This design comes from an exercise in tuning for small area on the open sky130 flow, not from production work. In this exercise RTL edits were held to simulation tests only and were not proved equivalent to the original. Power is estimated from default activity; no workload was simulated.

==> flow/config.mk <==
export PLATFORM = sky130hd
export DESIGN_NAME = vending_machine
export DESIGN_NICKNAME = vending_machine
export VERILOG_FILES = /design/flow/design.v
export SDC_FILE = /design/flow/constraint.sdc
export NUM_CORES = 4
export LEC_CHECK = 0
export CAP_MARGIN = 20
export CORE_MARGIN = 2
export CORE_UTILIZATION = 40
export SLEW_MARGIN = 20
==> flow/run.sh <==
#!/bin/bash
# synth_recipe.tcl (not shown) runs the flow's synth.tcl, then flattens the netlist and writes it again
# the make line also repeats each setting of config.mk as NAME=value (left out here)
make -C /OpenROAD-flow-scripts/flow DESIGN_CONFIG=/design/flow/config.mk WORK_HOME=/design/flow/orfs CLKGATE_MAP_FILE= SYNTH_SCRIPT=/design/flow/synth_recipe.tcl finish
==> flow/design.v <==
`timescale 1ns / 1ps
module gen_clk_100hz(
    input clk, rst,
    output reg clk_100hz,
    output tick_100hz
    );
    parameter clk_1khz_limit = 9;
    integer cnt_1khz;
    parameter clk_100hz_limit = 2;
    integer cnt_100hz;
    reg clk_1khz;
    wire tick_1khz = !(cnt_1khz < clk_1khz_limit) && !clk_1khz;
    assign tick_100hz = tick_1khz && !(cnt_100hz < clk_100hz_limit) && !clk_100hz;
    always @(negedge rst, posedge clk) begin
        if (!rst) begin
            cnt_1khz <= 0;
            clk_1khz <= 0;
        end 
        else if (cnt_1khz < clk_1khz_limit) begin
            cnt_1khz <= cnt_1khz + 1;
        end 
        else begin
            cnt_1khz <= 0;
            clk_1khz <= ~clk_1khz;
        end
    end
    always @(negedge rst, posedge clk) begin
        if (!rst) begin
            cnt_100hz <= 0;
            clk_100hz <= 0;
        end 
        else if (tick_1khz) begin
            if (cnt_100hz < clk_100hz_limit) begin
                cnt_100hz <= cnt_100hz + 1;
            end 
            else begin
                cnt_100hz <= 0;
                clk_100hz <= ~clk_100hz;
            end
        end
    end
endmodule
`timescale 1ns / 1ps
module one_shot_en_sw(
    input clk, enable,
    output reg eout
    );
    reg enable_prev;
    always @(posedge clk) begin
        if (enable && !enable_prev) eout <= 1;
        else eout <= 0;
        enable_prev <= enable;
    end
endmodule
module one_shot_en_sw_ce(
    input clk, ce, enable,
    output reg eout
    );
    reg enable_prev;
    always @(posedge clk) begin
        if (ce) begin
            if (enable && !enable_prev) eout <= 1;
            else eout <= 0;
            enable_prev <= enable;
        end
    end
endmodule
`timescale 1ns / 1ps
module main_logic(
    input clk, rst,
    input [11:0] button_sw_oneshot,
    output reg [7:0] display_money_binary,
    output reg [3:0] note_state,
    output reg [2:0] note_played,
    output reg [3:0] prod_count_current,
    output reg [8*16-1:0] line1_text, line2_text,
    output reg [6:0] ddram_address
    );
    parameter coin_btn_cnt_limit = 20000;
    parameter return_cnt_limit = 10000;
    parameter note_1_limit = 1000;
    parameter note_2_limit = 2000;
    parameter note_3_limit = 3000;
    parameter note_4_limit = 4000;
    parameter warning_cnt_limit = 20000;
    wire move_up_sw, move_down_sw;
    assign move_up_sw = button_sw_oneshot[10];
    assign move_down_sw = button_sw_oneshot[4];
    wire select_toggle_sw;
    assign select_toggle_sw = button_sw_oneshot[7];
    wire [2:0] coin_sw;
    assign coin_sw = button_sw_oneshot[2:0];
    wire buy_sw;
    assign buy_sw = button_sw_oneshot[9];
    wire return_sw;
    assign return_sw = button_sw_oneshot[3];
    wire prod_add_sw;
    assign prod_add_sw = button_sw_oneshot[5];
    wire admin_mode_sw;
    assign admin_mode_sw = button_sw_oneshot[11];
    parameter cursor_upper_limit = 0;
    parameter cursor_lower_limit = 3;
    parameter prod1_id = 1;
    parameter prod2_id = 2;
    parameter prod3_id = 3;
    parameter prod4_id = 4;
    parameter prod1_price = 10;
    parameter prod2_price = 12;
    parameter prod3_price = 15;
    parameter prod4_price = 18;
    parameter prod_limit = 9;
    parameter prod1_init_count = 9;
    parameter prod2_init_count = 1;
    parameter prod3_init_count = 0;
    parameter prod4_init_count = 4;
    parameter note_100w = 1;
    parameter note_500w = 2;
    parameter note_1000w = 3;
    parameter note_prod1 = 4;
    parameter note_prod2 = 5;
    parameter note_prod3 = 6;
    parameter note_prod4 = 7;
    parameter note_buy_prod1 = 8;
    parameter note_buy_prod2 = 9;
    parameter note_buy_prod3 = 10;
    parameter note_buy_prod4 = 11;
    parameter note_warn = 12;
    parameter warn_none             = 0;
    parameter warn_not_enough_money = 1;
    parameter warn_buy_product      = 2;
    parameter warn_admin_mode       = 3;
    parameter [8*16-1:0] not_enough_money_line1 = {
        8'h4e, 8'h6f, 8'h74, 8'h20, 8'h65, 8'h6e, 8'h6f, 8'h75, 8'h67, 8'h68, 8'h20, 
        8'h6d, 8'h6f, 8'h6e, 8'h65, 8'h79
    };
    parameter [8*16-1:0] not_enough_money_line2 = {
        8'h66, 8'h6f, 8'h72, 8'h20,
        8'h20, 8'h20, 8'h20, 8'h20, 8'h20, 8'h20, 8'h20, 8'h20, 8'h20, 8'h20, 8'h20, 8'h20
    };
    parameter [8*16-1:0] buy_product_line1 = {
        8'h54, 8'h68, 8'h61, 8'h6e, 8'h6b, 8'h20, 8'h79, 8'h6f, 8'h75, 8'h20, 8'h66, 8'h6f, 8'h72,
        8'h20, 8'h20, 8'h20
    };
    parameter [8*16-1:0] buy_product_line2 = {
        8'h62, 8'h75, 8'h79, 8'h69, 8'h6e, 8'h67, 8'h20,
        8'h20, 8'h20, 8'h20, 8'h20, 8'h20, 8'h20, 8'h20, 8'h20, 8'h20
    };
    parameter [8*16-1:0] admin_mode_line1 = {
        8'h59, 8'h6f, 8'h75, 8'h20, 8'h61, 8'h72, 8'h65, 8'h20, 8'h6f, 8'h6e, 8'h20,
        8'h20, 8'h20, 8'h20, 8'h20, 8'h20
    };
    parameter [8*16-1:0] admin_mode_line2 = {
        8'h61, 8'h64, 8'h6d, 8'h69, 8'h6e, 8'h20, 8'h6d, 8'h6f, 8'h64, 8'h65,
        8'h20, 8'h20, 8'h20, 8'h20, 8'h20, 8'h20
    };
    parameter [8*2*4-1:0] prod_num = {
        8'h31, 8'h2e, 
        8'h32, 8'h2e, 
        8'h33, 8'h2e,
        8'h34, 8'h2e
    };
    parameter [8*5*4-1:0] product = {
        8'h43, 8'h6f, 8'h6b, 8'h65, 8'h20,
        8'h57, 8'h61, 8'h74, 8'h65, 8'h72,
        8'h4a, 8'h75, 8'h69, 8'h63, 8'h65,
        8'h43, 8'h69, 8'h64, 8'h65, 8'h72
        };
    parameter [8*2*4-1:0] price_text = {
        8'h31, 8'h30,  
        8'h31, 8'h32,  
        8'h31, 8'h35,  
        8'h31, 8'h38   
        };
    parameter [8*16-1:0] line1_init_text = {
        prod_num[8*2*4-1:8*2*3], product[8*5*4-1:8*5*3], 8'h20,
        price_text[8*2*4-1:8*2*3], 
        8'h30, 8'h30, 8'h57, 8'h20, 8'h20, 8'h5e
    };
    parameter [8*16-1:0] line2_init_text = {
        prod_num[8*2*3-1:8*2*2], product[8*5*3-1:8*5*2], 8'h20,
        price_text[8*2*3-1:8*2*2], 
        8'h30, 8'h30, 8'h57, 8'h20, 8'h20, 8'h76
    };
    integer coin_btn_cnt;
    integer return_cnt;
    integer note_cnt;
    integer warning_cnt;
    reg [2:0] cursor_pos;
    reg selected;
    reg [2:0] selected_item;
    reg [7:0] inserted_money;
    reg [7*9-1:0] total_money_history;
    reg history_disabled;
    reg coin_btn_state;
    reg return_state;
    reg [2:0] warning_state;
    reg [2:0] warning_prod_id;
    reg admin_mode_state;
    reg [2:0] line1_prod, line2_prod;
    reg [3:0] prod1_count, prod2_count, prod3_count, prod4_count;
    reg [7:0] display_money_binary_r;
    reg [3:0] note_state_r;
    reg [2:0] note_played_r;
    reg [3:0] prod_count_current_r;
    reg [8*16-1:0] line1_text_r, line2_text_r;
    reg [6:0] ddram_address_r;
    always @(negedge rst, posedge clk) begin
        if (!rst) begin
            selected_item <= 0; cursor_pos <= 0; selected <= 0;
            inserted_money <= 0; total_money_history <= 0;
            history_disabled <= 0; display_money_binary_r <= 0;
            prod_count_current_r <= prod1_init_count;
            prod1_count <= prod1_init_count;
            prod2_count <= prod2_init_count;
            prod3_count <= prod3_init_count;
            prod4_count <= prod4_init_count;
            coin_btn_state <= 0; return_state <= 0; admin_mode_state <= 0;
            warning_state <= warn_none; warning_prod_id <= 0;
            note_state_r <= 0; note_played_r <= 0;
            coin_btn_cnt <= 0; return_cnt <= 0; 
            note_cnt <= 0; warning_cnt <= 0;
            ddram_address_r <= 7'hd;
            line1_text_r <= line1_init_text;
            line2_text_r <= line2_init_text;
            display_money_binary <= 0;
            note_state <= 0; note_played <= 0;
            prod_count_current <= prod1_init_count;
            ddram_address <= 7'hd;
            line1_text <= line1_init_text;
            line2_text <= line2_init_text;
        end
        else begin
            if (move_up_sw || move_down_sw) begin
                if (move_up_sw) begin
                    if (cursor_pos > cursor_upper_limit) begin
                        cursor_pos = cursor_pos - 1;
                        ddram_address_r = 7'hd;
                    end
                end
                else if (move_down_sw) begin
                    if (cursor_pos < cursor_lower_limit) begin
                        cursor_pos = cursor_pos + 1;
                        ddram_address_r = 7'h4d;
                    end
                end
                case (cursor_pos)
                    0 : prod_count_current_r = prod1_count;
                    1 : prod_count_current_r = prod2_count;
                    2 : prod_count_current_r = prod3_count;
                    3 : prod_count_current_r = prod4_count;
                    default : prod_count_current_r = 0;
                endcase
            end
            else if (select_toggle_sw) begin
                if (selected_item != 0 && cursor_pos + 1 == selected_item) begin
                    selected_item = 0;
                    selected = 0;
                end
                else begin
                    case (cursor_pos)
                        0 : begin
                            if (prod1_count != 0) begin
                                selected_item = prod1_id;
                                note_state_r = note_prod1;
                                warning_prod_id = prod1_id;
                                selected = 1;
                            end 
                        end
                        1 : begin
                            if (prod2_count != 0) begin
                                selected_item = prod2_id;
                                note_state_r = note_prod2;
                                warning_prod_id = prod2_id;
                                selected = 1;
                            end 
                        end
                        2 : begin
                            if (prod3_count != 0) begin
                                selected_item = prod3_id;
                                note_state_r = note_prod3;
                                warning_prod_id = prod3_id;
                                selected = 1;
                            end 
                        end
                        3 : begin
                            if (prod4_count != 0) begin
                                selected_item = prod4_id;
                                note_state_r = note_prod4;
                                warning_prod_id = prod4_id;
                                selected = 1;
                            end 
                        end
                        default : selected_item = 0;
                    endcase
                end
            end
            else if (coin_sw != 0) begin
                case (coin_sw)
                    3'b100 : inserted_money = 1;
                    3'b010 : inserted_money = 5;
                    3'b001 : inserted_money = 10;
                    default : inserted_money = 0;
                endcase
                if (total_money_history[7*9-1:7*8] + inserted_money < 100) begin
                    case (coin_sw)
                        3'b100 : note_state_r = note_100w;
                        3'b010 : note_state_r = note_500w;
                        3'b001 : note_state_r = note_1000w;
                        default : note_state_r = 0;
                    endcase
                    total_money_history[7*8-1:0] = total_money_history[7*9-1:7*1];
                    total_money_history[7*9-1:7*8] = total_money_history[7*8-1:7*7] + inserted_money;
                    display_money_binary_r = inserted_money;
                    coin_btn_state = 1;
                end
                else 
                    inserted_money = 0;
            end
            else if (buy_sw) begin
                case (selected_item)
                    prod1_id: begin
                        if (prod1_count > 0 && total_money_history[7*9-1:7*8] >= prod1_price) begin
                            prod1_count = prod1_count - 1;
                            total_money_history[7*9-1:7*8] = total_money_history[7*9-1:7*8] - prod1_price;
                            warning_state = warn_buy_product;
                            prod_count_current_r = prod1_count;
                            note_state_r = note_buy_prod1;
                        end
                        else if (total_money_history[7*9-1:7*8] < prod1_price) begin
                            warning_state = warn_not_enough_money;
                            note_state_r = note_warn;
                        end
                        else if (prod1_count == 0) begin
                            note_state_r = note_warn;
                        end
                    end
                    prod2_id: begin
                        if (prod2_count > 0 && total_money_history[7*9-1:7*8] >= prod2_price) begin
                            prod2_count = prod2_count - 1;
                            total_money_history[7*9-1:7*8] = total_money_history[7*9-1:7*8] - prod2_price;
                            warning_state = warn_buy_product;
                            prod_count_current_r = prod2_count;
                            note_state_r = note_buy_prod2;
                        end
                        else if (total_money_history[7*9-1:7*8] < prod2_price) begin
                            warning_state = warn_not_enough_money;
                            note_state_r = note_warn;
                        end
                        else if (prod2_count == 0) begin
                            note_state_r = note_warn;
                        end
                    end
                    prod3_id: begin
                        if (prod3_count > 0 && total_money_history[7*9-1:7*8] >= prod3_price) begin
                            prod3_count = prod3_count - 1;
                            total_money_history[7*9-1:7*8] = total_money_history[7*9-1:7*8] - prod3_price;
                            warning_state = warn_buy_product;
                            prod_count_current_r = prod3_count;
                            note_state_r = note_buy_prod3;
                        end
                        else if (total_money_history[7*9-1:7*8] < prod3_price) begin
                            warning_state = warn_not_enough_money;
                            note_state_r = note_warn;
                        end
                        else if (prod3_count == 0) begin
                            note_state_r = note_warn;
                        end
                    end
                    prod4_id: begin
                        if (prod4_count > 0 && total_money_history[7*9-1:7*8] >= prod4_price) begin
                            prod4_count = prod4_count - 1;
                            total_money_history[7*9-1:7*8] = total_money_history[7*9-1:7*8] - prod4_price;
                            warning_state = warn_buy_product;
                            prod_count_current_r = prod4_count;
                            note_state_r = note_buy_prod4;
                        end
                        else if (total_money_history[7*9-1:7*8] < prod4_price) begin
                            warning_state = warn_not_enough_money;
                            note_state_r = note_warn;
                        end
                        else if (prod4_count == 0) begin
                            note_state_r = note_warn;
                        end
                    end
                endcase
                if (selected_item != 0) begin
                    total_money_history[7*8-1:7*0] = 0;
                    history_disabled = 1;
                    selected_item = 0;
                    selected = 0;
                end
                display_money_binary_r = total_money_history[7*9-1:7*8];
            end
            else if (return_sw) begin
                display_money_binary_r = total_money_history[7*9-1:7*8];
                return_state = 1;
            end
            else if (prod_add_sw) begin
                if (admin_mode_state) begin
                    case (cursor_pos)
                        0 : begin
                            if (prod1_count < prod_limit) begin
                                prod1_count = prod1_count + 1;
                                prod_count_current_r = prod1_count;
                            end
                        end
                        1 : begin
                            if (prod2_count < prod_limit) begin
                                prod2_count = prod2_count + 1;
                                prod_count_current_r = prod2_count;
                            end
                        end
                        2 : begin
                            if (prod3_count < prod_limit) begin
                                prod3_count = prod3_count + 1;
                                prod_count_current_r = prod3_count;
                            end
                        end
                        3 : begin
                            if (prod4_count < prod_limit) begin
                                prod4_count = prod4_count + 1;
                                prod_count_current_r = prod4_count;
                            end
                        end
                    endcase
                end
            end
            else if (admin_mode_sw) begin
                admin_mode_state = ~admin_mode_state;
                if (admin_mode_state) warning_state = warn_admin_mode;
            end
            if (coin_btn_state) begin
                if (coin_btn_cnt == coin_btn_cnt_limit) begin
                    coin_btn_cnt = 0;
                    coin_btn_state = 0;
                    display_money_binary_r = total_money_history[7*9-1:7*8];
                end 
                else coin_btn_cnt = coin_btn_cnt + 1;
            end
            else if (return_state) begin
                if (return_cnt == return_cnt_limit) begin
                    return_cnt = 0;
                    if (!history_disabled) begin
                        total_money_history[7*9-1:7*1] = total_money_history[7*8-1:7*0];
                        total_money_history[7*1-1:7*0] = 8'd0;
                        display_money_binary_r = total_money_history[7*9-1:7*8];
                        if (total_money_history == 0) return_state = 0;                 
                    end
                    else begin
                        if (total_money_history[7*9-1:7*8] != 0) begin
                            total_money_history[7*9-1:7*8] = total_money_history[7*9-1:7*8] - 1;
                            display_money_binary_r = total_money_history[7*9-1:7*8];
                        end
                        else begin
                            return_state = 0;
                            history_disabled = 0;
                        end
                    end
                end
                else return_cnt = return_cnt + 1;
            end
            if (note_state_r != 0) begin
                if (note_cnt == note_4_limit) begin
                    note_cnt = 0;
                    note_state_r = 0;
                    note_played_r = 0;
                end
                else begin
                    if (note_cnt < note_1_limit) note_played_r = 1;
                    else if (note_cnt < note_2_limit) note_played_r = 2;
                    else if (note_cnt < note_3_limit) note_played_r = 3;
                    else if (note_cnt < note_4_limit) note_played_r = 4;
                    else note_played_r = 0;
                    note_cnt = note_cnt + 1;
                end
            end
            if (warning_state != 0) begin
                if (warning_cnt == warning_cnt_limit) begin
                    warning_cnt = 0;
                    warning_prod_id = 0;
                    warning_state = 0;
                end
                else warning_cnt = warning_cnt + 1;
            end
            case (warning_state)
                warn_none : begin
                    case (cursor_pos)
                        0 : begin
                            line1_prod = prod1_id;
                            line2_prod = prod2_id;
                        end
                        1 : begin
                            if (ddram_address_r == 7'h4d) begin
                                line1_prod = prod1_id;
                                line2_prod = prod2_id;
                            end
                            else if (ddram_address_r == 7'hd) begin
                                line1_prod = prod2_id;
                                line2_prod = prod3_id;
                            end
                        end
                        2 : begin
                            if (ddram_address_r == 7'h4d) begin
                                line1_prod = prod2_id;
                                line2_prod = prod3_id;
                            end
                            else if (ddram_address_r == 7'hd) begin
                                line1_prod = prod3_id;
                                line2_prod = prod4_id;
                            end
                        end
                        3 : begin
                            line1_prod = prod3_id;
                            line2_prod = prod4_id;
                        end
                        default : begin
                            line1_prod = prod1_id;
                            line2_prod = prod2_id;
                        end
                    endcase
                    case (line1_prod)
                        1 : begin
                            line1_text_r[8*16-1:8*14] = prod_num[8*2*4-1:8*2*3]; 
                            line1_text_r[8*14-1:8*9] = product[8*5*4-1:8*5*3];
                            line1_text_r[8*8-1:8*6] = price_text[8*2*4-1:8*2*3];
                            if (admin_mode_state) line1_text_r[8*2-1:8*1] = 8'h30 + prod1_count;
                            else begin
                                if (prod1_count == 0) line1_text_r[8*2-1:8*1] = 8'h58;  
                                else line1_text_r[8*2-1:8*1] = 8'h20;  
                            end
                            if (line1_prod == selected_item) line1_text_r[8*3-1:8*2] = 8'h2a;  
                            else line1_text_r[8*3-1:8*2] = 8'h20;  
                        end
                        2 : begin
                            line1_text_r[8*16-1:8*14] = prod_num[8*2*3-1:8*2*2]; 
                            line1_text_r[8*14-1:8*9] = product[8*5*3-1:8*5*2];
                            line1_text_r[8*8-1:8*6] = price_text[8*2*3-1:8*2*2];
                            if (admin_mode_state) line1_text_r[8*2-1:8*1] = 8'h30 + prod2_count;
                            else begin
                                if (prod2_count == 0) line1_text_r[8*2-1:8*1] = 8'h58;  
                                else line1_text_r[8*2-1:8*1] = 8'h20;  
                            end
                            if (line1_prod == selected_item) line1_text_r[8*3-1:8*2] = 8'h2a;  
                            else line1_text_r[8*3-1:8*2] = 8'h20;  
                        end
                        3 : begin
                            line1_text_r[8*16-1:8*14] = prod_num[8*2*2-1:8*2*1];
                            line1_text_r[8*14-1:8*9] = product[8*5*2-1:8*5*1];
                            line1_text_r[8*8-1:8*6] = price_text[8*2*2-1:8*2*1];
                            if (admin_mode_state) line1_text_r[8*2-1:8*1] = 8'h30 + prod3_count;
                            else begin
                                if (prod3_count == 0) line1_text_r[8*2-1:8*1] = 8'h58;  
                                else line1_text_r[8*2-1:8*1] = 8'h20;  
                            end
                            if (line1_prod == selected_item) line1_text_r[8*3-1:8*2] = 8'h2a;  
                            else line1_text_r[8*3-1:8*2] = 8'h20;  
                        end
                        4 : begin
                            line1_text_r[8*16-1:8*14] = prod_num[8*2*1-1:8*2*0];
                            line1_text_r[8*14-1:8*9] = product[8*5*1-1:8*5*0];
                            line1_text_r[8*8-1:8*6] = price_text[8*2*1-1:8*2*0];
                            if (admin_mode_state) line1_text_r[8*2-1:8*1] = 8'h30 + prod4_count;
                            else begin
                                if (prod4_count == 0) line1_text_r[8*2-1:8*1] = 8'h58;  
                                else line1_text_r[8*2-1:8*1] = 8'h20;  
                            end
                            if (line1_prod == selected_item) line1_text_r[8*3-1:8*2] = 8'h2a;  
                            else line1_text_r[8*3-1:8*2] = 8'h20;  
                        end
                        default : begin
                            line1_text_r[8*16-1:8*14] = prod_num[8*2*4-1:8*2*3];
                            line1_text_r[8*14-1:8*9] = product[8*5*4-1:8*5*3];
                            line1_text_r[8*8-1:8*6] = price_text[8*2*4-1:8*2*3];
                            line1_text_r[8*3-1:8*2] = 8'h20;  
                            line1_text_r[8*2-1:8*1] = 8'h20;  
                        end
                    endcase
                    case (line2_prod)
                        1 : begin
                            line2_text_r[8*16-1:8*14] = prod_num[8*2*4-1:8*2*3];
                            line2_text_r[8*14-1:8*9] = product[8*5*4-1:8*5*3];
                            line2_text_r[8*8-1:8*6] = price_text[8*2*4-1:8*2*3];
                            if (admin_mode_state) line2_text_r[8*2-1:8*1] = 8'h30 + prod1_count;
                            else begin
                                if (prod1_count == 0) line2_text_r[8*2-1:8*1] = 8'h58;  
                                else line2_text_r[8*2-1:8*1] = 8'h20;  
                            end
                            if (line2_prod == selected_item) line2_text_r[8*3-1:8*2] = 8'h2a;  
                            else line2_text_r[8*3-1:8*2] = 8'h20;  
                        end
                        2 : begin
                            line2_text_r[8*16-1:8*14] = prod_num[8*2*3-1:8*2*2];
                            line2_text_r[8*14-1:8*9] = product[8*5*3-1:8*5*2];
                            line2_text_r[8*8-1:8*6] = price_text[8*2*3-1:8*2*2];
                            if (admin_mode_state) line2_text_r[8*2-1:8*1] = 8'h30 + prod2_count;
                            else begin
                                if (prod2_count == 0) line2_text_r[8*2-1:8*1] = 8'h58;  
                                else line2_text_r[8*2-1:8*1] = 8'h20;  
                            end
                            if (line2_prod == selected_item) line2_text_r[8*3-1:8*2] = 8'h2a;  
                            else line2_text_r[8*3-1:8*2] = 8'h20;  
                        end
                        3 : begin
                            line2_text_r[8*16-1:8*14] = prod_num[8*2*2-1:8*2*1];
                            line2_text_r[8*14-1:8*9] = product[8*5*2-1:8*5*1];
                            line2_text_r[8*8-1:8*6] = price_text[8*2*2-1:8*2*1];
                            if (admin_mode_state) line2_text_r[8*2-1:8*1] = 8'h30 + prod3_count;
                            else begin
                                if (prod3_count == 0) line2_text_r[8*2-1:8*1] = 8'h58;  
                                else line2_text_r[8*2-1:8*1] = 8'h20;  
                            end
                            if (line2_prod == selected_item) line2_text_r[8*3-1:8*2] = 8'h2a;  
                            else line2_text_r[8*3-1:8*2] = 8'h20;  
                        end
                        4 : begin
                            line2_text_r[8*16-1:8*14] = prod_num[8*2*1-1:8*2*0];
                            line2_text_r[8*14-1:8*9] = product[8*5*1-1:8*5*0];
                            line2_text_r[8*8-1:8*6] = price_text[8*2*1-1:8*2*0];
                            if (admin_mode_state) line2_text_r[8*2-1:8*1] = 8'h30 + prod4_count;
                            else begin
                                if (prod4_count == 0) line2_text_r[8*2-1:8*1] = 8'h58;  
                                else line2_text_r[8*2-1:8*1] = 8'h20;  
                            end
                            if (line2_prod == selected_item) line2_text_r[8*3-1:8*2] = 8'h2a;  
                            else line2_text_r[8*3-1:8*2] = 8'h20;  
                        end
                        default : begin
                            line2_text_r[8*16-1:8*14] = prod_num[8*2*3-1:8*2*2];
                            line2_text_r[8*14-1-1:8*9] = product[8*5*3-1:8*5*2];
                            line2_text_r[8*8-1:8*6] = price_text[8*2*3-1:8*2*2];
                            line2_text_r[8*3-1:8*2] = 8'h20;  
                            line2_text_r[8*2-1:8*1] = 8'h20;  
                        end
                    endcase
                    line1_text_r[8*9-1:8*8] = 8'h20;  
                    line1_text_r[8*6-1:8*3] = {8'h30, 8'h30, 8'h57};  
                    line1_text_r[8*1-1:8*0] = 8'h5e;  
                    line2_text_r[8*9-1:8*8] = 8'h20;  
                    line2_text_r[8*6-1:8*3] = {8'h30, 8'h30, 8'h57};  
                    line2_text_r[8*1-1:8*0] = 8'h76;  
                end
                warn_not_enough_money : begin
                    line1_text_r = not_enough_money_line1;
                    line2_text_r = not_enough_money_line2;
                    case (warning_prod_id)
                        prod1_id : line2_text_r[8*12-1:8*7] = product[8*5*4-1:8*5*3];
                        prod2_id : line2_text_r[8*12-1:8*7] = product[8*5*3-1:8*5*2];
                        prod3_id : line2_text_r[8*12-1:8*7] = product[8*5*2-1:8*5*1];
                        prod4_id : line2_text_r[8*12-1:8*7] = product[8*5*1-1:8*5*0];
                    endcase
                end
                warn_buy_product : begin
                    line1_text_r = buy_product_line1;
                    line2_text_r = buy_product_line2;
                    case (warning_prod_id)
                        prod1_id : line2_text_r[8*8-1:8*3] = product[8*5*4-1:8*5*3];
                        prod2_id : line2_text_r[8*8-1:8*3] = product[8*5*3-1:8*5*2];
                        prod3_id : line2_text_r[8*8-1:8*3] = product[8*5*2-1:8*5*1];
                        prod4_id : line2_text_r[8*8-1:8*3] = product[8*5*1-1:8*5*0];
                    endcase
                end
                warn_admin_mode : begin
                    line1_text_r = admin_mode_line1;
                    line2_text_r = admin_mode_line2;
                end
            endcase
            display_money_binary <= display_money_binary_r;
            note_state <= note_state_r; note_played <= note_played_r;
            prod_count_current <= prod_count_current_r;
            ddram_address <= ddram_address_r;
            line1_text <= line1_text_r;
            line2_text <= line2_text_r;
        end
    end
endmodule
`timescale 1ns / 1ps
module money_to_fnd_array(
    input clk, rst,
    input [7:0] display_money_binary,
    output reg [7:0] seg_com, seg_array
    );
    reg [4*3-1:0] display_money_bcd;
    parameter binary_w = 8;
    integer i, j;
    reg [4*3-1:0] bcd_work;
    always @(negedge rst, posedge clk) begin
        if (!rst) display_money_bcd <= 0;
        else begin
            bcd_work = display_money_bcd;
            for(i = 0; i <= binary_w+(binary_w-4)/3; i = i+1) bcd_work[i] = 0;
            bcd_work[binary_w-1:0] = display_money_binary;
            for(i = 0; i <= binary_w-4; i = i+1) begin
                for(j = 0; j <= i/3; j = j+1) begin
                    if (bcd_work[binary_w-i+4*j -: 4] > 4)
                    bcd_work[binary_w-i+4*j -: 4] = bcd_work[binary_w-i+4*j -: 4] + 4'd3;
                end
            end
            display_money_bcd <= bcd_work;
        end
    end
    parameter d0 = 8'b1111_1100;
    parameter d1 = 8'b0110_0000;
    parameter d2 = 8'b1101_1010;
    parameter d3 = 8'b1111_0010;
    parameter d4 = 8'b0110_0110;
    parameter d5 = 8'b1011_0110;
    parameter d6 = 8'b1011_1110;
    parameter d7 = 8'b1110_0000;
    parameter d8 = 8'b1111_1110;
    parameter d9 = 8'b1111_0110;
    parameter com0 = 8'b1111_1110;
    parameter com1 = 8'b1111_1101;
    parameter com2 = 8'b1111_1011;
    parameter com3 = 8'b1111_0111;
    reg [2:0] fnd_array_cnt;
    always @(negedge rst, posedge clk) begin
        if (!rst) fnd_array_cnt <= 0;
        else begin
            if (fnd_array_cnt == 3) fnd_array_cnt <= 0;
            else fnd_array_cnt <= fnd_array_cnt + 1;
        end
    end
    always @(negedge rst, posedge clk) begin
        if (!rst) begin
            seg_com <= com0;
            seg_array <= d0;
        end
        else begin
            case (fnd_array_cnt)
                0 : begin
                    seg_com <= com0;
                    seg_array <= d0;
                end
                1 : begin
                    seg_com <= com1;
                    seg_array <= d0;
                end
                2 : begin
                    seg_com <= com2;
                    case (display_money_bcd[4*1-1:4*0])
                        4'd0 : seg_array <= d0;
                        4'd1 : seg_array <= d1;
                        4'd2 : seg_array <= d2;
                        4'd3 : seg_array <= d3;
                        4'd4 : seg_array <= d4;
                        4'd5 : seg_array <= d5;
                        4'd6 : seg_array <= d6;
                        4'd7 : seg_array <= d7;
                        4'd8 : seg_array <= d8;
                        4'd9 : seg_array <= d9;
                        default : seg_array <= d0;
                    endcase
                end
                3 : begin
                    seg_com <= com3;
                    case (display_money_bcd[4*2-1:4*1])
                        4'd0 : seg_array <= d0;
                        4'd1 : seg_array <= d1;
                        4'd2 : seg_array <= d2;
                        4'd3 : seg_array <= d3;
                        4'd4 : seg_array <= d4;
                        4'd5 : seg_array <= d5;
                        4'd6 : seg_array <= d6;
                        4'd7 : seg_array <= d7;
                        4'd8 : seg_array <= d8;
                        4'd9 : seg_array <= d9;
                        default : seg_array <= d0;
                    endcase
                end
            endcase
        end
    end
endmodule
`timescale 1ns / 1ps
module item_based_piezo(
    input clk, rst,
    input [3:0] note_state,
    input [2:0] note_played,
    output reg piezo
    );
    reg [11:0] piezo_limit;
    parameter xx = 12'd0;
    parameter do_ = 12'd38;
    parameter re = 12'd34;
    parameter mi = 12'd30;
    parameter fa = 12'd29;
    parameter so = 12'd26;
    parameter la = 12'd23;
    parameter ti = 12'd20;
    parameter high_do = 12'd19;
    parameter note_100w = 1;
    parameter note_500w = 2;
    parameter note_1000w = 3;
    parameter note_prod1 = 4;
    parameter note_prod2 = 5;
    parameter note_prod3 = 6;
    parameter note_prod4 = 7;
    parameter note_buy_prod1 = 8;
    parameter note_buy_prod2 = 9;
    parameter note_buy_prod3 = 10;
    parameter note_buy_prod4 = 11;
    parameter note_warn = 12;
    parameter [12*4-1:0] note_100w_lut = { do_, mi, so, so };
    parameter [12*4-1:0] note_500w_lut = { re, fa, la, la };
    parameter [12*4-1:0] note_1000w_lut = { mi, so, ti, ti };
    parameter [12*4-1:0] note_prod1_lut = { do_, xx, do_, xx };
    parameter [12*4-1:0] note_prod2_lut = { re, xx, re, xx };
    parameter [12*4-1:0] note_prod3_lut = { mi, xx, mi, xx };
    parameter [12*4-1:0] note_prod4_lut = { fa, xx, fa, xx };
    parameter [12*4-1:0] note_buy_prod1_lut = { do_, re, mi, fa };
    parameter [12*4-1:0] note_buy_prod2_lut = { re, mi, fa, so };
    parameter [12*4-1:0] note_buy_prod3_lut = { mi, fa, so, la };
    parameter [12*4-1:0] note_buy_prod4_lut = { fa, so, la, ti };
    parameter [12*4-1:0] note_warn_lut = { ti, ti, ti, ti };
    always @(negedge rst, posedge clk) begin
        if (!rst) begin
            piezo_limit <= xx;
        end
        else begin
            case (note_played)
                1 : begin
                    case (note_state)
                        note_100w : piezo_limit <= note_100w_lut[12*4-1:12*3];
                        note_500w : piezo_limit <= note_500w_lut[12*4-1:12*3];
                        note_1000w : piezo_limit <= note_1000w_lut[12*4-1:12*3];
                        note_prod1 : piezo_limit <= note_prod1_lut[12*4-1:12*3];
                        note_prod2 : piezo_limit <= note_prod2_lut[12*4-1:12*3];
                        note_prod3 : piezo_limit <= note_prod3_lut[12*4-1:12*3];
                        note_prod4 : piezo_limit <= note_prod4_lut[12*4-1:12*3];
                        note_buy_prod1 : piezo_limit <= note_buy_prod1_lut[12*4-1:12*3];
                        note_buy_prod2 : piezo_limit <= note_buy_prod2_lut[12*4-1:12*3];
                        note_buy_prod3 : piezo_limit <= note_buy_prod3_lut[12*4-1:12*3];
                        note_buy_prod4 : piezo_limit <= note_buy_prod4_lut[12*4-1:12*3];
                        note_warn : piezo_limit <= note_warn_lut[12*4-1:12*3];
                        default : piezo_limit <= xx;
                    endcase
                end
                2 : begin
                    case (note_state)
                        note_100w : piezo_limit <= note_100w_lut[12*3-1:12*2];
                        note_500w : piezo_limit <= note_500w_lut[12*3-1:12*2];
                        note_1000w : piezo_limit <= note_1000w_lut[12*3-1:12*2];
                        note_prod1 : piezo_limit <= note_prod1_lut[12*3-1:12*2];
                        note_prod2 : piezo_limit <= note_prod2_lut[12*3-1:12*2];
                        note_prod3 : piezo_limit <= note_prod3_lut[12*3-1:12*2];
                        note_prod4 : piezo_limit <= note_prod4_lut[12*3-1:12*2];
                        note_buy_prod1 : piezo_limit <= note_buy_prod1_lut[12*3-1:12*2];
                        note_buy_prod2 : piezo_limit <= note_buy_prod2_lut[12*3-1:12*2];
                        note_buy_prod3 : piezo_limit <= note_buy_prod3_lut[12*3-1:12*2];
                        note_buy_prod4 : piezo_limit <= note_buy_prod4_lut[12*3-1:12*2];
                        note_warn : piezo_limit <= note_warn_lut[12*3-1:12*2];
                        default : piezo_limit <= xx;
                    endcase
                end
                3 : begin
                    case (note_state)
                        note_100w : piezo_limit <= note_100w_lut[12*2-1:12*1];
                        note_500w : piezo_limit <= note_500w_lut[12*2-1:12*1];
                        note_1000w : piezo_limit <= note_1000w_lut[12*2-1:12*1];
                        note_prod1 : piezo_limit <= note_prod1_lut[12*2-1:12*1];
                        note_prod2 : piezo_limit <= note_prod2_lut[12*2-1:12*1];
                        note_prod3 : piezo_limit <= note_prod3_lut[12*2-1:12*1];
                        note_prod4 : piezo_limit <= note_prod4_lut[12*2-1:12*1];
                        note_buy_prod1 : piezo_limit <= note_buy_prod1_lut[12*2-1:12*1];
                        note_buy_prod2 : piezo_limit <= note_buy_prod2_lut[12*2-1:12*1];
                        note_buy_prod3 : piezo_limit <= note_buy_prod3_lut[12*2-1:12*1];
                        note_buy_prod4 : piezo_limit <= note_buy_prod4_lut[12*2-1:12*1];
                        note_warn : piezo_limit <= note_warn_lut[12*2-1:12*1];
                        default : piezo_limit <= xx;
                    endcase
                end
                4 : begin
                    case (note_state)
                        note_100w : piezo_limit <= note_100w_lut[12*1-1:12*0];
                        note_500w : piezo_limit <= note_500w_lut[12*1-1:12*0];
                        note_1000w : piezo_limit <= note_1000w_lut[12*1-1:12*0];
                        note_prod1 : piezo_limit <= note_prod1_lut[12*1-1:12*0];
                        note_prod2 : piezo_limit <= note_prod2_lut[12*1-1:12*0];
                        note_prod3 : piezo_limit <= note_prod3_lut[12*1-1:12*0];
                        note_prod4 : piezo_limit <= note_prod4_lut[12*1-1:12*0];
                        note_buy_prod1 : piezo_limit <= note_buy_prod1_lut[12*1-1:12*0];
                        note_buy_prod2 : piezo_limit <= note_buy_prod2_lut[12*1-1:12*0];
                        note_buy_prod3 : piezo_limit <= note_buy_prod3_lut[12*1-1:12*0];
                        note_buy_prod4 : piezo_limit <= note_buy_prod4_lut[12*1-1:12*0];
                        note_warn : piezo_limit <= note_warn_lut[12*1-1:12*0];
                        default : piezo_limit <= xx;
                    endcase
                end
                default : begin
                    piezo_limit <= xx;
                end
            endcase
        end
    end
    integer piezo_cnt;
    always @(negedge rst, posedge clk) begin
        if (!rst) begin
            piezo <= 0;
            piezo_cnt <= 0;
        end 
        else if (piezo_cnt >= piezo_limit/2) begin
            piezo <= ~piezo;
            piezo_cnt <= 0;
        end
        else piezo_cnt <= piezo_cnt + 1;
    end
endmodule
`timescale 1ns / 1ps
module prod_based_led(
    input clk, rst,
    input [3:0] prod_count_current,
    output [3:0] cled_r, cled_g, cled_b
    );
    reg led_r, led_g, led_b;
    always @(negedge rst, posedge clk) begin
        if (!rst) begin
            led_r <= 0;
            led_g <= 0;
            led_b <= 0;
        end 
        else begin
            if (prod_count_current < 1) begin
                led_r <= 0;
                led_g <= 0;
                led_b <= 0;
            end
            else if (prod_count_current < 4) begin
                led_r <= 1;
                led_g <= 0;
                led_b <= 0;
            end
            else if (prod_count_current < 7) begin
                led_r <= 0;
                led_g <= 1;
                led_b <= 0;
            end
            else if (prod_count_current < 9) begin
                led_r <= 0;
                led_g <= 0;
                led_b <= 1;
            end
            else begin
                led_r <= 1;
                led_g <= 1;
                led_b <= 1;
            end
        end
    end
    assign cled_r = {led_r, led_r, led_r, led_r};
    assign cled_g = {led_g, led_g, led_g, led_g};
    assign cled_b = {led_b, led_b, led_b, led_b};
endmodule
`timescale 1ns / 1ps
module text_lcd_display(
    input clk, rst,
    input [11:0] button_sw,
    input [8*16-1:0] line1_text, line2_text,
    input [6:0] ddram_address,
    output lcd_e, 
    output reg lcd_rs, lcd_rw,
    output reg [7:0] lcd_data
    );
    genvar i;
    wire clk_100hz, tick_100hz;
    gen_clk_100hz clk_gen(
        .clk(clk), .rst(rst),
        .clk_100hz(clk_100hz), .tick_100hz(tick_100hz)
    );
    wire [11:0] button_oneshot_sw;
    generate
        for (i = 0; i < 12; i = i + 1) begin
            one_shot_en_sw_ce button_oneshot(
                .clk(clk), .ce(tick_100hz),
                .enable(button_sw[i]),
                .eout(button_oneshot_sw[i])
            );
        end
    endgenerate
    wire [8*16-1:0] line1_text_oneshot, line2_text_oneshot;
    generate
        for (i = 0; i < 8*16; i = i + 1) begin
            one_shot_en_sw_ce line1_text_oneshot_inst(
                .clk(clk), .ce(tick_100hz),
                .enable(line1_text[i]),
                .eout(line1_text_oneshot[i])
            );
            one_shot_en_sw_ce line2_text_oneshot_inst(
                .clk(clk), .ce(tick_100hz),
                .enable(line2_text[i]),
                .eout(line2_text_oneshot[i])
            );
        end
    endgenerate
    reg [3:0] text_lcd_state;
    parameter delay           = 0;
    parameter function_set    = 1;
    parameter entry_mode      = 2;
    parameter disp_onoff      = 3;
    parameter line1           = 4;
    parameter line2           = 5;
    parameter delay_t         = 6;
    parameter clear_disp      = 7;
    parameter delay_cnt         = 70;
    parameter function_set_cnt  = 30;
    parameter entry_mode_cnt    = 30;
    parameter disp_onoff_cnt    = 30;
    parameter line1_cnt         = 20;
    parameter line2_cnt         = 20;
    parameter delay_t_cnt       = 400;
    parameter clear_disp_cnt    = 200;
    integer text_lcd_cnt;
    always @(negedge rst, posedge clk) begin
        if (!rst) text_lcd_state <= delay;
        else if (tick_100hz) begin
            case (text_lcd_state)
                delay :         if (text_lcd_cnt == delay_cnt)           text_lcd_state <= function_set;
                function_set :  if (text_lcd_cnt == function_set_cnt)    text_lcd_state <= disp_onoff;
                disp_onoff :    if (text_lcd_cnt == disp_onoff_cnt)      text_lcd_state <= entry_mode;
                entry_mode :    if (text_lcd_cnt == entry_mode_cnt)      text_lcd_state <= line1;
                line1 :         if (text_lcd_cnt == line1_cnt)           text_lcd_state <= line2;
                line2 :         if (text_lcd_cnt == line2_cnt)           text_lcd_state <= delay_t;
                delay_t : begin
                    if (text_lcd_cnt == delay_t_cnt) text_lcd_state <= delay_t;
                    else if (button_oneshot_sw != 0) text_lcd_state <= line1;
                    else if (line1_text_oneshot != 0 || line2_text_oneshot != 0) text_lcd_state <= line1;
                end
                default : text_lcd_state <= delay;
            endcase
        end
    end
    always @(negedge rst, posedge clk) begin
        if (!rst) text_lcd_cnt <= 0;
        else if (tick_100hz) begin
            case (text_lcd_state)
                delay :         if (text_lcd_cnt == delay_cnt)           text_lcd_cnt <= 0; else text_lcd_cnt <= text_lcd_cnt + 1;
                function_set :  if (text_lcd_cnt == function_set_cnt)    text_lcd_cnt <= 0; else text_lcd_cnt <= text_lcd_cnt + 1;
                disp_onoff :    if (text_lcd_cnt == disp_onoff_cnt)      text_lcd_cnt <= 0; else text_lcd_cnt <= text_lcd_cnt + 1;
                entry_mode :    if (text_lcd_cnt == entry_mode_cnt)      text_lcd_cnt <= 0; else text_lcd_cnt <= text_lcd_cnt + 1;
                line1 :         if (text_lcd_cnt == line1_cnt)           text_lcd_cnt <= 0; else text_lcd_cnt <= text_lcd_cnt + 1;
                line2 :         if (text_lcd_cnt == line2_cnt)           text_lcd_cnt <= 0; else text_lcd_cnt <= text_lcd_cnt + 1;
                delay_t : begin
                    if (text_lcd_cnt == delay_t_cnt) text_lcd_cnt <= 0; 
                    else if (button_oneshot_sw != 0) text_lcd_cnt <= 0;
                    else if (line1_text_oneshot != 0 || line2_text_oneshot != 0) text_lcd_cnt <= 0;
                    else text_lcd_cnt <= text_lcd_cnt + 1;
                end
                default: text_lcd_cnt <= 0;
            endcase
        end
    end
    always @(negedge rst, posedge clk) begin
        if (!rst) begin
            lcd_rs <= 1;
            lcd_rw <= 1;
            lcd_data <= 8'b00000000;
        end else if (tick_100hz) begin
            case (text_lcd_state)
                function_set : begin
                    lcd_rs <= 0;
                    lcd_rw <= 0;
                    lcd_data <= 8'b00111000;
                end 
                disp_onoff : begin
                    lcd_rs <= 0;
                    lcd_rw <= 0;
                    lcd_data <= 8'b00001111;
                end
                entry_mode : begin
                    lcd_rs <= 0;
                    lcd_rw <= 0;
                    lcd_data <= 8'b00000110;
                end
                line1 : begin
                    lcd_rw <= 0;
                    if (text_lcd_cnt == 0) lcd_rs <= 0;
                    else lcd_rs <= 1;
                    case (text_lcd_cnt)
                        0: lcd_data <= 8'b10000000;
                        1 : lcd_data <= line1_text[8*16-1:8*15];
                        2 : lcd_data <= line1_text[8*15-1:8*14];
                        3 : lcd_data <= line1_text[8*14-1:8*13];
                        4 : lcd_data <= line1_text[8*13-1:8*12];
                        5 : lcd_data <= line1_text[8*12-1:8*11];
                        6 : lcd_data <= line1_text[8*11-1:8*10];
                        7 : lcd_data <= line1_text[8*10-1:8*9];
                        8 : lcd_data <= line1_text[8*9-1:8*8];
                        9 : lcd_data <= line1_text[8*8-1:8*7];
                        10 : lcd_data <= line1_text[8*7-1:8*6];
                        11 : lcd_data <= line1_text[8*6-1:8*5];
                        12 : lcd_data <= line1_text[8*5-1:8*4];
                        13 : lcd_data <= line1_text[8*4-1:8*3];
                        14 : lcd_data <= line1_text[8*3-1:8*2];
                        15 : lcd_data <= line1_text[8*2-1:8*1];
                        16 : lcd_data <= line1_text[8*1-1:8*0];
                        default : lcd_data <= 8'h20;  
                    endcase
                end
                line2 : begin
                    lcd_rw <= 0;
                    if (text_lcd_cnt == 0) lcd_rs <= 0;
                    else lcd_rs <= 1;
                    case (text_lcd_cnt)
                        0: lcd_data <= 8'b11000000;
                        1 : lcd_data <= line2_text[8*16-1:8*15];
                        2 : lcd_data <= line2_text[8*15-1:8*14];
                        3 : lcd_data <= line2_text[8*14-1:8*13];
                        4 : lcd_data <= line2_text[8*13-1:8*12];
                        5 : lcd_data <= line2_text[8*12-1:8*11];
                        6 : lcd_data <= line2_text[8*11-1:8*10];
                        7 : lcd_data <= line2_text[8*10-1:8*9];
                        8 : lcd_data <= line2_text[8*9-1:8*8];
                        9 : lcd_data <= line2_text[8*8-1:8*7];
                        10 : lcd_data <= line2_text[8*7-1:8*6];
                        11 : lcd_data <= line2_text[8*6-1:8*5];
                        12 : lcd_data <= line2_text[8*5-1:8*4];
                        13 : lcd_data <= line2_text[8*4-1:8*3];
                        14 : lcd_data <= line2_text[8*3-1:8*2];
                        15 : lcd_data <= line2_text[8*2-1:8*1];
                        16 : lcd_data <= line2_text[8*1-1:8*0];
                        default : lcd_data <= 8'h20;  
                    endcase
                end
                delay_t : begin
                    lcd_rs <= 0;
                    lcd_rw <= 0;
                    lcd_data <= 8'b10000000 + ddram_address;
                end
                clear_disp : begin
                    lcd_rs <= 0;
                    lcd_rw <= 0;
                    lcd_data <= 8'b00000001;
                end
                default: begin
                    lcd_rs <= 1;
                    lcd_rw <= 1;
                    lcd_data <= 8'b00000000;
                end
            endcase
        end
    end
    assign lcd_e = clk_100hz;
endmodule
`timescale 1ns / 1ps
module vending_machine(
    input clk, rst,
    input [11:0] button_sw,
    output [7:0] seg_com, seg_array,
    output piezo,
    output [3:0] cled_r, cled_g, cled_b,
    output lcd_e, lcd_rs, lcd_rw,
    output [7:0] lcd_data
    );
    genvar i;
    wire [11:0] button_sw_oneshot;
    generate
        for (i = 0; i < 12; i = i + 1) begin
            one_shot_en_sw button_sw_oneshot_inst(
                .clk(clk),
                .enable(button_sw[i]),
                .eout(button_sw_oneshot[i])
            );
        end
    endgenerate
    wire [7:0] display_money_binary;
    wire [3:0] note_state;
    wire [2:0] note_played;
    wire [3:0] prod_count_current;
    wire [8*16-1:0] line1_text, line2_text;
    wire [6:0] ddram_address;
    main_logic main_logic(
        .clk(clk), .rst(rst),
        .button_sw_oneshot(button_sw_oneshot),
        .display_money_binary(display_money_binary),
        .note_state(note_state), .note_played(note_played),
        .prod_count_current(prod_count_current),
        .line1_text(line1_text), .line2_text(line2_text),
        .ddram_address(ddram_address)
    );
    money_to_fnd_array fnd_array(
        .clk(clk), .rst(rst),
        .display_money_binary(display_money_binary),
        .seg_com(seg_com), .seg_array(seg_array)
    );
    item_based_piezo item_piezo(
        .clk(clk), .rst(rst),
        .note_state(note_state), .note_played(note_played),
        .piezo(piezo)
    );
    prod_based_led led(
        .clk(clk), .rst(rst),
        .prod_count_current(prod_count_current),
        .cled_r(cled_r), .cled_g(cled_g), .cled_b(cled_b)
    );
    text_lcd_display text_lcd(
        .clk(clk), .rst(rst),
        .button_sw(button_sw),
        .line1_text(line1_text), .line2_text(line2_text),
        .ddram_address(ddram_address),
        .lcd_e(lcd_e), .lcd_rs(lcd_rs), .lcd_rw(lcd_rw),
        .lcd_data(lcd_data)
    );
endmodule
==> flow/constraint.sdc <==
create_clock -name core_clock -period 10.0 [get_ports {clk}]
set_input_delay 2.0000 -clock core_clock [delete_from_list [all_inputs] [get_ports {clk}]]
set_output_delay 2.0000 -clock core_clock [all_outputs]
set_load 0.01 [all_outputs]
==> flow_summary.yaml <==
run_status:
  status: "no timing/DRC/antenna violations"
worst_setup_path:
  crit_type: "reg -> reg"
  worst-r2r-cell-count: 13
  critPathArrivalTime_ns: 6.62
  timing.rr.start: "main_logic.total_money_history[57]"
  path_common_cell: "o21ai_1"
  crit_slowest_cell: "nor3_2"
  path_cells: "inv_1 > ha_1 > and4bb_2 > o211ai_2 > o21ai_1 > nor4_1 > o21a_1 > or3_1 > clkinv_1 > nor3_2 > o21ai_1 > or4_1 > o211ai_1"
  path_max_fanout: 23
  crit_path_end: "main_logic.line1_text[11]"
  cp-end-kind: "flop"
  cpPeakStageDelay_ns: 0.92
  critPathLaunch: "main_logic.total_money_history[57]"
  cp_data_required_time_ns: 10.61
  crit_path_start_kind: "flop"
  r2r-end: "main_logic.line1_text[11]"
  rrSetupSlack_ns: 3.99
placement:
  place.gp.congestion: 0.9439
  dp_hpwl_um: 78640
  portBuffers: 48
  placed_cells: 5365
  place_area_mm2: 0.04305
synth:
  synth_seq_cells: 815
  async_reset_ff_share_pct: 65.89
  synthesis.area_mm2: 0.04118
  synth_top_area_share_pct: 28.92
  syn_avg_cell_area_um2: 10.10
  ys.flop_type: "dfrtp_1"
  synth-edff-count: 258
  yosysTopAreaCell: "dfrtp_1"
  ys_seq_area_share_pct: 52.60
  syn_inst: 4077
  ys.warnings.count: 8
  synth_area_leaders: "dfrtp_1 29%, edfxtp_1 19%, nand2_1 4.0%"
  synth_cell_type_count: 111
cts:
  cts_setup_buffers: 0
  cts_buffers: 89
  clkTransAtPathRegs_ns: 0.06
  insertion_delay_ns: 0.70
  clock_path_buffers: 3
  holdBufCountCts: 0
  ctsResizeCount: 0
  cts_tree: "done"
  htreeDepth: 3
  cts.sinks: 815
  clockRootBuffer: "clkbuf_16"
final_layout:
  final_util_pct: 45.24
  drive_above_1_share_pct: 7.949
  fin_area_mm2: 0.04610
  instances_no_fill: 5533
  nets: 4190
  area_delta_synth_final_pct: 11.93
routing:
  drcViolationCount: 0
  vias: 31650
  antenna_left: 0
  drtIter0Drc: 3070
  first_pass_iters: 6
  routed_wirelength_um: 113100
  vias_per_cell: 5.721
  post_drt_wl_per_cell_um: 20.44
worst_hold_path:
  hold_class: "reg -> reg"
run:
  cap_violations: 0
timing:
  rsz0062_at_grt: "no"
  setup_violations: 0
  fin_crit_sh_pct: 60.08
  relSlewSlack_pct: 25.26
  skew_ns: 0.07343
  hold_viol: 0
  slew_viol_final: 0
  fmax_mhz: 166.5
  setup_tns_ns: 0
  hold-worst-slack_ns: 0.3926
  tightest_slew_ns: 1.112
  min_period_ns: 6.008
floorplan:
  rows: 117
  die_area_mm2: 0.1055
  start_util_pct: 40.42
  io-pin-count: 54
  die_h_um: 324.9
  die_x_um: 324.9
  core_mm2: 0.1019
global_route:
  grt_max_degree: 160
  grt_use_total_pct: 21.16
  grt_pass1_wl_um: 179000
  antenna_found_initial: 1
  grt_pass1_vias: 30370
  overflow: 0
pwr:
  power_density_mw_per_mm2: 232.4
  leakage_uw: 0.01862
  irDropWorstVdd_v: 0.0001431
==> area by class of cell <==
class                   instances  area (um2)
clock inverters                48       575.6
diodes                          1       2.502
well taps                    1368        1712
repair buffers                 93       873.3
multi-input cells            2950       18280
inverters                     139       530.5
fillers                      9655       55790
clock buffers                 119        2461
flip-flops and latches        815       21660
==> cell families (layout without fill, tap and decap cells) <==
logic type / Yosys count / in the layout / synth area share (%)
AND/OR/NAND/NOR: 1665 / 1665 / 20.75
buffers and inverters: 341 / 399 / 3.393
other: 2 / 32 / 0.01824
adder cells (fa/ha/maj): 88 / 88 / 2.692
XOR/XNOR: 222 / 222 / 4.739
multiplexers: 32 / 32 / 0.8263
AO/OA/AOI/OAI: 912 / 912 / 14.99
flip-flops: 815 / 815 / 52.60
==> layer usage <==
layer	up-vias	routed length, um	global-route usage, %	share of wire [%]
met2	1089	50410	32.26	45
li1	14830	-	-	-
met5	-	0	0	0
met1	15500	51560	30.54	46
met3	230	7394	3.482	6.5
met4	0	3755	7.206	3.3
==> cell usage in the layout, fill, tap and decap left out, types with 95 or more instances in the layout <==
master    netlist  layout
a21oi_1       180     179
xor2_1         95      95
and3_1         97      97
nor4_1        102     101
nor2b_1       173     173
xnor2_1       126     126
nand2_1       442     442
o21ai_0       225     225
dfrtp_1       476     476
inv_1         131     129
nor2_1        320     318
edfxtp_1      258     258
nand3_1       156     156
==> cells in the mapped netlist (all sizes together) (30+ instances only) <==
master / n
a21oi: 183
clkbuf: 138
nor2b: 173
and3: 97
dfrtp: 476
a21o: 34
nor3: 78
xnor2: 127
nand3: 156
xor2: 95
edfxtp: 258
ha: 87
o211ai: 36
dfstp: 61
or3: 39
nand2: 442
a22oi: 79
o21ai: 234
nand4: 73
inv: 134
a31oi: 30
nand2b: 44
a211oi: 34
nor4: 106
nor2: 323
buf: 64
==> sequential cells by signal, indices dropped and copies added (netlist names), 10 cells and up, named ones only <==
| name | flops |
|---|---|
| text_lcd.clk_gen.cnt_100hz | 32 |
| text_lcd.genblk2.line2_text_oneshot_inst.enable_prev | 69 |
| main_logic.line1_text | 41 |
| text_lcd.genblk2.line2_text_oneshot_inst.eout | 69 |
| main_logic.total_money_history | 63 |
| text_lcd.genblk1.button_oneshot.enable_prev | 12 |
| main_logic.coin_btn_cnt | 32 |
| text_lcd.text_lcd_cnt | 32 |
| genblk1.button_sw_oneshot_inst.eout | 10 |
| text_lcd.genblk1.button_oneshot.eout | 12 |
| genblk1.button_sw_oneshot_inst.enable_prev | 10 |
| text_lcd.genblk2.line1_text_oneshot_inst.enable_prev | 45 |
| main_logic.warning_cnt | 32 |
| item_piezo.piezo_cnt | 32 |
| main_logic.return_cnt | 32 |
| text_lcd.genblk2.line1_text_oneshot_inst.eout | 45 |
| main_logic.note_cnt | 32 |
| main_logic.line2_text_r | 73 |
| text_lcd.clk_gen.cnt_1khz | 32 |
==> per-stage QoR <==
| step | power [uW] | worst slack (ns) |
|---|---|---|
| final | 10710 | 3.992 |
| after global routing | 11250 | 3.683 |
| after CTS | 10740 | 4.025 |
| after global placement | 7277 | 4.284 |
| after floorplan | 6304 | 3.988 |
| after detailed placement | 7296 | 4.067 |
==> power breakdown <==
part | leakage [uW] | total (uW) | switching, uW | internal [uW]
combinational | 0.00745 | 2740 | 1740 | 1000
clock | 0.00147 | 3400 | 1440 | 1960
sequential | 0.00969 | 4570 | 644 | 3930
==> how the worst min path moves through the flow <==
stage / slack (ns) / startpoint / cells after the start / end
detailed placement: 0.38 / genblk1[4].button_sw_oneshot_inst.enable_prev / 1 / genblk1[4].button_sw_oneshot_inst.eout
global route: 0.40 / genblk1[4].button_sw_oneshot_inst.enable_prev / 1 / genblk1[4].button_sw_oneshot_inst.eout
floorplan: 0.37 / genblk1[0].button_sw_oneshot_inst.enable_prev / 1 / genblk1[0].button_sw_oneshot_inst.eout
CTS: 0.40 / genblk1[5].button_sw_oneshot_inst.enable_prev / 1 / genblk1[5].button_sw_oneshot_inst.eout
finish: 0.39 / genblk1[4].button_sw_oneshot_inst.enable_prev / 1 / genblk1[4].button_sw_oneshot_inst.eout
global placement: 0.37 / genblk1[9].button_sw_oneshot_inst.enable_prev / 1 / genblk1[9].button_sw_oneshot_inst.eout
==> critical path: cells and delay by family, from the launching register on <==
kind	cells	cell delay (ns)
compound gates	5	1.03
fa+ha+maj	1	0.28
buf+inv	2	1.03
flops	1	0.66
simple gates	5	2.89

==> afterwards: timing with drivers on the ports <==
Ports are ideal in the flow. The routed layout listed here was re-timed in OpenROAD. Step 1, drivers: a clkbuf_16 drives clk and a buf_2 each remaining input, both assumed. Step 2 adds t to the input delays and takes it off the output delays; t is the mean of the earliest and latest rising clock arrival at the registers after step 1. Input paths then give back, and output paths get back, about the clock's delay inside the block. Slacks: ideal ports / drivers / drivers and shift; pairs: ideal ports / drivers.
t (ns): 0.734
slack for setup (ns): 3.992 / 3.992 / 3.992
slew at the worst register clock pin (ns): 0.08 / 0.08
After both steps setup and hold are still met in this run. For this run, drivers alone change the setup slack by 0.000 ns; drivers and shift together by 0.000 ns.
